What follows belongs to an exercise in optimizing a design on an open flow for small area, a short achievable clock period and few clock cycles; a production flow would make more cautious choices.
The RTL was checked by simulation tests, not by an equivalence proof against the original design.
Power figures rest on the tool's default switching activity, not on a simulated workload.

## run A
==> module hidden_layer, before the edit <==
module hidden_layer (
    input              clk,
    input              clr,
    input              add,
    input      [159:0] w,          
    input      [3:0]   sel,
    output     [15:0]  h_out
);
    reg [159:0] nacc;              
    reg [49:0]  ncy;               
    integer j, n;
    reg [15:0] na, nb, ns;         
    reg [4:0]  nci, nco;           
    reg        nt;                 
    always @(posedge clk) begin
        for (j = 0; j < 10; j = j + 1) begin
            na = nacc[16*j +: 16] | {16{clr}};
            nb = ~(w[16*j +: 16] & {16{add}});
            nci = ncy[5*j +: 5] | {5{clr}};
            nt = 1'b1;
            for (n = 0; n < 16; n = n + 1) begin
                if (n % 3 == 0 && n > 0) begin
                    nco[n/3 - 1] = nt;
                    nt = nci[n/3 - 1];
                end
                ns[n] = na[n] ^ nb[n] ^ nt;
                nt = (na[n] & nb[n]) | (na[n] & nt) | (nb[n] & nt);
            end
            nacc[16*j +: 16] <= ns;
            ncy[5*j +: 5] <= nco;
        end
    end
    integer m;
    reg [15:0] hs;
    reg [4:0]  cs;
    always @(*) begin
        hs = 16'd0;
        cs = 5'd0;
        for (m = 0; m < 10; m = m + 1)
            if (sel == m) begin
                hs = hs | ~nacc[16*m +: 16];
                cs = cs | ~ncy[5*m +: 5];
            end
    end
    assign h_out = hs + {cs[4], 2'd0, cs[3], 2'd0, cs[2], 2'd0, cs[1], 2'd0, cs[0], 3'd0};
endmodule
==> flow/config.mk <==
export PLATFORM = sky130hd
export DESIGN_NAME = fnn_imgclsfctn
export DESIGN_NICKNAME = fnn_imgclsfctn
export VERILOG_FILES = /design/flow/design.v
export SDC_FILE = /design/flow/constraint.sdc
export NUM_CORES = 4
export LEC_CHECK = 0
export CAP_MARGIN = 20
export CORE_MARGIN = 2
export CORE_UTILIZATION = 60
export CTS_CLUSTER_DIAMETER = 100
export CTS_CLUSTER_SIZE = 20
export SLEW_MARGIN = 20
==> flow/constraint.sdc <==
create_clock -name core_clock -period 24.0 [get_ports {clk}]
set_input_delay 4.8000 -clock core_clock [delete_from_list [all_inputs] [get_ports {clk}]]
set_output_delay 4.8000 -clock core_clock [all_outputs]
set_load 0.01 [all_outputs]
standard.sh (not shown) runs the stock make flow with config.mk's settings and CLKGATE_MAP_FILE= SYNTH_SCRIPT=/design/flow/synth_recipe.tcl, a recipe that flattens the netlist after the stock synthesis.
==> flow/flow/run.sh <==
#!/bin/bash
# The standard layout, with each port buffered by a buf_2 instead of the
# resizer's default choice (clkdlybuf4s50_1, larger and slower).
set -o pipefail
bash standard.sh "BUFFER_PORTS_ARGS=-buffer_cell sky130_fd_sc_hd__buf_2" finish > standard.log 2>&1
Testbench counts of run A, summed over its fixed seeds: cycles 13,736.
The following lists how run B was set up differently from run A:
--- a/flow/design.v
+++ b/flow/design.v
@@ -8,40 +8,48 @@
 );
     reg [159:0] nacc;              
-    reg [49:0]  ncy;               
-    integer j, n;
-    reg [15:0] na, nb, ns;         
-    reg [4:0]  nci, nco;           
-    reg        nt;                 
+    wire [159:0] acc = ~nacc;
+    reg [29:0]  cy;                
+    function [4:0] ripple4(input [3:0] a, input [3:0] b, input ci);
+        integer n;
+        reg c;
+        begin
+            c = ci;
+            for (n = 0; n < 4; n = n + 1) begin
+                ripple4[n] = a[n] ^ b[n] ^ c;
+                c = (a[n] & b[n]) | (a[n] & c) | (b[n] & c);
+            end
+            ripple4[4] = c;
+        end
+    endfunction
+    integer j, q;
+    reg [15:0] a, b;
+    reg [2:0]  c;
+    reg [4:0]  s;
     always @(posedge clk) begin
         for (j = 0; j < 10; j = j + 1) begin
-            na = nacc[16*j +: 16] | {16{clr}};
-            nb = ~(w[16*j +: 16] & {16{add}});
-            nci = ncy[5*j +: 5] | {5{clr}};
-            nt = 1'b1;
-            for (n = 0; n < 16; n = n + 1) begin
-                if (n % 3 == 0 && n > 0) begin
-                    nco[n/3 - 1] = nt;
-                    nt = nci[n/3 - 1];
-                end
-                ns[n] = na[n] ^ nb[n] ^ nt;
-                nt = (na[n] & nb[n]) | (na[n] & nt) | (nb[n] & nt);
-            end
-            nacc[16*j +: 16] <= ns;
-            ncy[5*j +: 5] <= nco;
+            a = clr ? 16'd0 : acc[16*j +: 16];
+            b = add ? w[16*j +: 16] : 16'd0;
+            c = clr ? 3'd0 : cy[3*j +: 3];
+            for (q = 0; q < 4; q = q + 1) begin
+                s = ripple4(a[4*q +: 4], b[4*q +: 4], (q == 0) ? 1'b0 : c[q-1]);
+                nacc[16*j + 4*q +: 4] <= ~s[3:0];
+                if (q < 3)
+                    cy[3*j + q] <= s[4];
+            end
         end
     end
     integer m;
     reg [15:0] hs;
-    reg [4:0]  cs;
+    reg [2:0]  cs;
     always @(*) begin
         hs = 16'd0;
-        cs = 5'd0;
+        cs = 3'd0;
         for (m = 0; m < 10; m = m + 1)
             if (sel == m) begin
-                hs = hs | ~nacc[16*m +: 16];
-                cs = cs | ~ncy[5*m +: 5];
-            end
-    end
-    assign h_out = hs + {cs[4], 2'd0, cs[3], 2'd0, cs[2], 2'd0, cs[1], 2'd0, cs[0], 3'd0};
+                hs = hs | acc[16*m +: 16];
+                cs = cs | cy[3*m +: 3];
+            end
+    end
+    assign h_out = hs + {cs[2], 3'd0, cs[1], 3'd0, cs[0], 4'd0};
 endmodule
 module output_layer (
--- outcome ---
Clock skew sits higher in run B than in run A. Run A has a lower register-to-register slack than run B. Routing usage on met3 (higher): run B. Lower area growth from synthesis to layout was reported by run A, not run B. Of run A and run B, run B shows the higher aggregate routed wire length, with run A below it. Summary: with run A as the reference, total number of sequential cells in run B moved down by a few percent. Looking at post-synthesis compound-gate area fraction, run B sits 0.15 points lower than run A does. Run B against run A: leakage power shows an increase of about 2.2%; fraction of the cycle the final worst path needs shows an increase of 1.1 points. | peak per-stage delay on the critical path | lower: run B |. Run B: global-route wire length before repair is 6.1% higher than what run A reported.
Testbench counts of run B, summed over its fixed seeds: cycles 13,736.

* * *

Another version of the RTL of fnn_imgclsfctn (not shown whole).
For scale: about 2300 cells after synthesis, ~380 flip-flops, roughly 210 I/O pins, roughly 23000 µm² of cells after synthesis.
==> module hidden_layer, before the edit <==
module hidden_layer (
    input              clk,
    input              clr,
    input              add,
    input      [159:0] w,          
    input      [3:0]   sel,
    output     [15:0]  h_out
);
    localparam [15:0] INV = 16'b1101101101101101;    
    reg [159:0] st;                
    reg [49:0]  ncy;               
    integer j, n;
    reg [15:0] x, y, s;            
    reg [4:0]  nci, nco;           
    reg        t;                  
    always @(posedge clk) begin
        for (j = 0; j < 10; j = j + 1) begin
            for (n = 0; n < 16; n = n + 1) begin
                if (INV[n]) begin
                    x[n] = st[16*j + n] | clr;               
                    y[n] = ~(w[16*j + n] & add);             
                end else begin
                    x[n] = st[16*j + n] & ~clr;              
                    y[n] = w[16*j + n] & add;                
                end
            end
            nci = ncy[5*j +: 5] | {5{clr}};
            t = 1'b1;                                        
            for (n = 0; n < 16; n = n + 1) begin
                if (n % 3 == 0 && n > 0) begin
                    nco[n/3 - 1] = t;                        
                    t = nci[n/3 - 1];
                end else if (n > 0 && INV[n] != INV[n-1])
                    t = ~t;
                s[n] = x[n] ^ y[n] ^ t;
                t = (x[n] & y[n]) | (x[n] & t) | (y[n] & t);
            end
            st[16*j +: 16] <= s;
            ncy[5*j +: 5] <= nco;
        end
    end
    integer m;
    reg [15:0] hs;
    reg [4:0]  cs;
    always @(*) begin
        hs = 16'd0;
        cs = 5'd0;
        for (m = 0; m < 10; m = m + 1)
            if (sel == m) begin
                hs = hs | (st[16*m +: 16] ^ INV);
                cs = cs | ~ncy[5*m +: 5];
            end
    end
    assign h_out = hs + {cs[4], 2'd0, cs[3], 2'd0, cs[2], 2'd0, cs[1], 2'd0, cs[0], 3'd0};
endmodule
Settings: LEC_CHECK=0, CAP_MARGIN=20, CORE_MARGIN=2, CORE_UTILIZATION=60, CTS_CLUSTER_DIAMETER=100, CTS_CLUSTER_SIZE=20, SLEW_MARGIN=20; clock period 24.0 ns.
Scripts as last shown in full above: flow/flow/run.sh
Testbench counts at the start, summed over its fixed seeds: cycles 13,736.
==> next run, changes <==
--- a/flow/design.v
+++ b/flow/design.v
@@ -4,53 +4,46 @@
     input              add,
     input      [159:0] w,          
     input      [3:0]   sel,
     output     [15:0]  h_out
 );
-    localparam [15:0] INV = 16'b1101101101101101;    
-    reg [159:0] st;                
-    reg [49:0]  ncy;               
+    reg [159:0] nacc;              
+    wire [159:0] acc = ~nacc;
+    reg [49:0]  cy;                
     integer j, n;
-    reg [15:0] x, y, s;            
-    reg [4:0]  nci, nco;           
-    reg        t;                  
+    reg [15:0] a, b;
+    reg [4:0]  c, co;
+    reg [15:0] s;
+    reg        t;
     always @(posedge clk) begin
         for (j = 0; j < 10; j = j + 1) begin
-            for (n = 0; n < 16; n = n + 1) begin
-                if (INV[n]) begin
-                    x[n] = st[16*j + n] | clr;               
-                    y[n] = ~(w[16*j + n] & add);             
-                end else begin
-                    x[n] = st[16*j + n] & ~clr;              
-                    y[n] = w[16*j + n] & add;                
-                end
-            end
-            nci = ncy[5*j +: 5] | {5{clr}};
-            t = 1'b1;                                        
+            a = clr ? 16'd0 : acc[16*j +: 16];
+            b = add ? w[16*j +: 16] : 16'd0;
+            c = clr ? 5'd0 : cy[5*j +: 5];
+            t = 1'b0;
             for (n = 0; n < 16; n = n + 1) begin
                 if (n % 3 == 0 && n > 0) begin
-                    nco[n/3 - 1] = t;                        
-                    t = nci[n/3 - 1];
-                end else if (n > 0 && INV[n] != INV[n-1])
-                    t = ~t;
-                s[n] = x[n] ^ y[n] ^ t;
-                t = (x[n] & y[n]) | (x[n] & t) | (y[n] & t);
+                    co[n/3 - 1] = t;
+                    t = c[n/3 - 1];
+                end
+                s[n] = a[n] ^ b[n] ^ t;
+                t = (a[n] & b[n]) | (a[n] & t) | (b[n] & t);
             end
-            st[16*j +: 16] <= s;
-            ncy[5*j +: 5] <= nco;
+            nacc[16*j +: 16] <= ~s;
+            cy[5*j +: 5] <= co;
         end
     end
     integer m;
     reg [15:0] hs;
     reg [4:0]  cs;
     always @(*) begin
         hs = 16'd0;
         cs = 5'd0;
         for (m = 0; m < 10; m = m + 1)
             if (sel == m) begin
-                hs = hs | (st[16*m +: 16] ^ INV);
-                cs = cs | ~ncy[5*m +: 5];
+                hs = hs | acc[16*m +: 16];
+                cs = cs | cy[5*m +: 5];
             end
     end
     assign h_out = hs + {cs[4], 2'd0, cs[3], 2'd0, cs[2], 2'd0, cs[1], 2'd0, cs[0], 3'd0};
 endmodule
 module output_layer (
- The new run finished clean
- area after synthesis rises slightly
- die area rises slightly
- global-route usage falls by 2.2 points
- total power falls by a few percent
- wire length falls by a few percent
- utilization falls by 0.75 points
- design area rises slightly
- cell count rises by a few percent
- clock-buffer cell count falls by 2
- critical path depth falls by 1
- via count falls slightly
Testbench counts after the change, summed over its fixed seeds: cycles 13,736.

* * *

east:
Another version of the RTL of fnn_imgclsfctn (not shown whole).
For scale: about 2600 cells after synthesis, ~370 flip-flops, ~210 I/O pins, about 24000 sq um of cells after synthesis.
export LEC_CHECK = 0
export CAP_MARGIN = 20
export CORE_MARGIN = 2
export CORE_UTILIZATION = 60
export CTS_CLUSTER_DIAMETER = 100
export CTS_CLUSTER_SIZE = 20
export SLEW_MARGIN = 20
create_clock -name core_clock -period 24.0 [get_ports {clk}]
Scripts as last shown in full above: flow/flow/run.sh
Testbench counts of east, summed over its fixed seeds: cycles 13,736.
### east -> west
--- a/flow/design.v
+++ b/flow/design.v
@@ -1,18 +1,17 @@
 module hidden_layer (
     input              clk,
     input              clr,
     input              add,
     input      [159:0] w,          
     input      [3:0]   sel,
     output     [15:0]  h_out
 );
-    reg [159:0] nacc;              
-    wire [159:0] acc = ~nacc;
+    reg [159:0] acc;
     reg [49:0]  cy;                
     integer j, n;
     reg [15:0] a, b;
     reg [4:0]  c, co;
     reg [15:0] s;
     reg        t;
     always @(posedge clk) begin
         for (j = 0; j < 10; j = j + 1) begin
@@ -21,19 +20,19 @@
             c = clr ? 5'd0 : cy[5*j +: 5];
             t = 1'b0;
             for (n = 0; n < 16; n = n + 1) begin
                 if (n % 3 == 0 && n > 0) begin
                     co[n/3 - 1] = t;
                     t = c[n/3 - 1];
                 end
                 s[n] = a[n] ^ b[n] ^ t;
-                t = (a[n] & b[n]) | (a[n] & t) | (b[n] & t);
+                t = (a[n] & b[n]) | (t & (a[n] ^ b[n]));
             end
-            nacc[16*j +: 16] <= ~s;
+            acc[16*j +: 16] <= s;
             cy[5*j +: 5] <= co;
         end
     end
     integer m;
     reg [15:0] hs;
     reg [4:0]  cs;
     always @(*) begin
         hs = 16'd0;
@@ -50,19 +49,21 @@
     input              clk,
     input              reset,
     input              c_in,         
     input              last_in,      
     input      [3:0]   k_in,         
     input      [159:0] w,
     input      [15:0]  hidden_in,    
     output reg [15:0]  node_val,     
+    output reg [3:0]   node_k,
     output reg         node_en
 );
     reg        c2, last2;
+    reg [3:0]  k2;
     reg [15:0] fld;
     reg [7:0]  d_one, d_two, d_neg;    
     integer k;
     reg [15:0] sel;
     always @(*) begin
         sel = 16'd0;
         for (k = 0; k < 10; k = k + 1)
             if (k_in == k) sel = sel | w[16*k +: 16];
@@ -104,44 +105,42 @@
             node_en <= last2;
         end
     end
     always @(posedge clk) begin
         fld <= sel;
         d_one <= e_one;
         d_two <= e_two;
         d_neg <= e_neg;
+        k2 <= k_in;
         node_val <= (c2 ? 16'd0 : node_val) + prod_pp + prod_neg;
+        node_k <= k2;
     end
 endmodule
 module hardmax (
     input              clk,
     input              reset,
     input              en,           
     input      [15:0]  val,
+    input      [3:0]   k,
     output reg [3:0]   max_index,    
     output reg         max_done      
 );
     reg [15:0] max_value;
-    reg [3:0]  k;                    
     always @(posedge clk) begin
         if (en && (k == 4'd0 || val > max_value)) begin
             max_value <= val;
             max_index <= k;
         end
     end
     always @(posedge clk or posedge reset) begin
-        if (reset) begin
-            k <= 4'd0;
+        if (reset)
             max_done <= 1'b0;
-        end else begin
-            if (en)
-                k <= (k == 4'd9) ? 4'd0 : k + 4'd1;
+        else
             max_done <= en && (k == 4'd9);
-        end
     end
 endmodule
 module fnn_imgclsfctn (
     input          clk,
     input          reset,
     input  [27:0]  input_image,
     output         nxt_inp,
     output [3:0]   outp,
@@ -157,16 +156,17 @@
     reg [3:0]  kcnt;            
     reg [3:0]  icnt;            
     reg [27:0] cur;
     reg [9:0]  base;            
     reg [4:0]  rows;            
     reg        take;
     reg [9:0]  addr_r;
     reg        t0_bias, t0_pix, t0_c, t0_last;
+    reg [3:0]  k0, i0;
     assign nxt_inp = take;
     assign w_addr  = addr_r;
     reg [4:0] col;
     integer b;
     always @(*) begin
         col = 5'd0;
         for (b = 27; b >= 0; b = b - 1)
             if (cur[b]) col = b[4:0];
@@ -224,42 +224,41 @@
         cur <= cur_n;
         if (take)
             base <= (rows == 5'd0) ? 10'd0 : base + 10'd28;
         case (state)
             S_PIX:   addr_r <= base + {5'd0, col};
             S_OUT:   addr_r <= (icnt == 4'd0) ? 10'd795 : 10'd784 + {6'd0, icnt};
             default: addr_r <= 10'd784;
         endcase
+        k0 <= kcnt;
+        i0 <= icnt - 4'd1;
     end
     reg       t1_bias, t1_pix, t1_c, t1_last;
-    reg [3:0] k1;               
-    reg [3:0] i1;               
+    reg [3:0] k1, i1;
     always @(posedge clk or posedge reset) begin
         if (reset) begin
             t1_bias <= 1'b0;
             t1_pix <= 1'b0;
             t1_c <= 1'b0;
             t1_last <= 1'b0;
         end else begin
             t1_bias <= t0_bias;
             t1_pix <= t0_pix;
             t1_c <= t0_c;
             t1_last <= t0_last;
         end
     end
     always @(posedge clk) begin
-        if (t1_bias)
-            k1 <= 4'd0;
-        else if (t1_last)
-            k1 <= k1 + 4'd1;
-        i1 <= t1_c ? 4'd0 : i1 + 4'd1;
+        k1 <= k0;
+        i1 <= i0;
     end
     wire [15:0]  h_val;
     wire [15:0]  node_val;
+    wire [3:0]   node_k;
     wire         node_en;
     hidden_layer u_hidden (
         .clk(clk),
         .clr(t1_bias),
         .add(t1_bias | t1_pix),
         .w(w_data),
         .sel(i1),
         .h_out(h_val)
@@ -268,19 +267,21 @@
         .clk(clk),
         .reset(reset),
         .c_in(t1_c),
         .last_in(t1_last),
         .k_in(k1),
         .w(w_data),
         .hidden_in(h_val),
         .node_val(node_val),
+        .node_k(node_k),
         .node_en(node_en)
     );
     hardmax u_hardmax (
         .clk(clk),
         .reset(reset),
         .en(node_en),
         .val(node_val),
+        .k(node_k),
         .max_index(outp),
         .max_done(outp_valid)
     );
 endmodule
### Flow results
- Compared west against east; die height within noise.
- Comparing east and west, count of buffers not belonging to the clock network in the layout is higher on west.
- Synthesized cell count shrinks by a few percent when moving from east to west.
- Compared with east, west shows a higher largest net degree at the start of global routing.
- Diff east..west | final RePlAce weighted congestion | negligible
- Against east, total wire length in west came out better.
- Buffering overhead: east vs west — no meaningful difference
- Cell area after layout (west over east): increase, about 0.5%
Testbench counts of west, summed over its fixed seeds: cycles 13,736.

-- static timing again, ports no longer ideal --
The results above use ideal ports. As a check the final layouts listed here were re-extracted and re-timed, cells and wires unchanged. Step 1, drivers: a clkbuf_16 drives clk and a buf_2 each remaining input, both assumed. Step 2 moves the port delays by t, midway between the first and last clock arrival at a register: inputs arrive t later, outputs are due t later. That takes back most of the time a late clock gives input paths. a / b / c = ideal / step 1 / step 2; a / b = the first two.
| run | t (ns) | setup slack, ns | slew at the worst register clock pin (ns) | cell pins on the clock port's net |
|---|---|---|---|---|
| run A | 0.615 | 18.006 / 18.019 / 17.419 | 0.09 / 0.09 | 1 |
| run B | 0.606 | 17.752 / 17.785 / 17.179 | 0.10 / 0.10 | 1 |
| the first run of note 2 | 0.610 | 17.599 / 17.544 / 17.548 | 0.09 / 0.09 | 1 |
| the second run of note 2 | 0.617 | 18.052 / 17.997 / 17.511 | 0.09 / 0.09 | 1 |
| east | 0.620 | 17.561 / 17.504 / 17.463 | 0.09 / 0.09 | 1 |
| west | 0.627 | 18.039 / 17.981 / 17.506 | 0.09 / 0.09 | 1 |
After both steps setup and hold are still met in every run listed. For run A, which loses most, drivers alone change the setup slack by +0.013 ns; drivers and shift together by -0.587 ns.
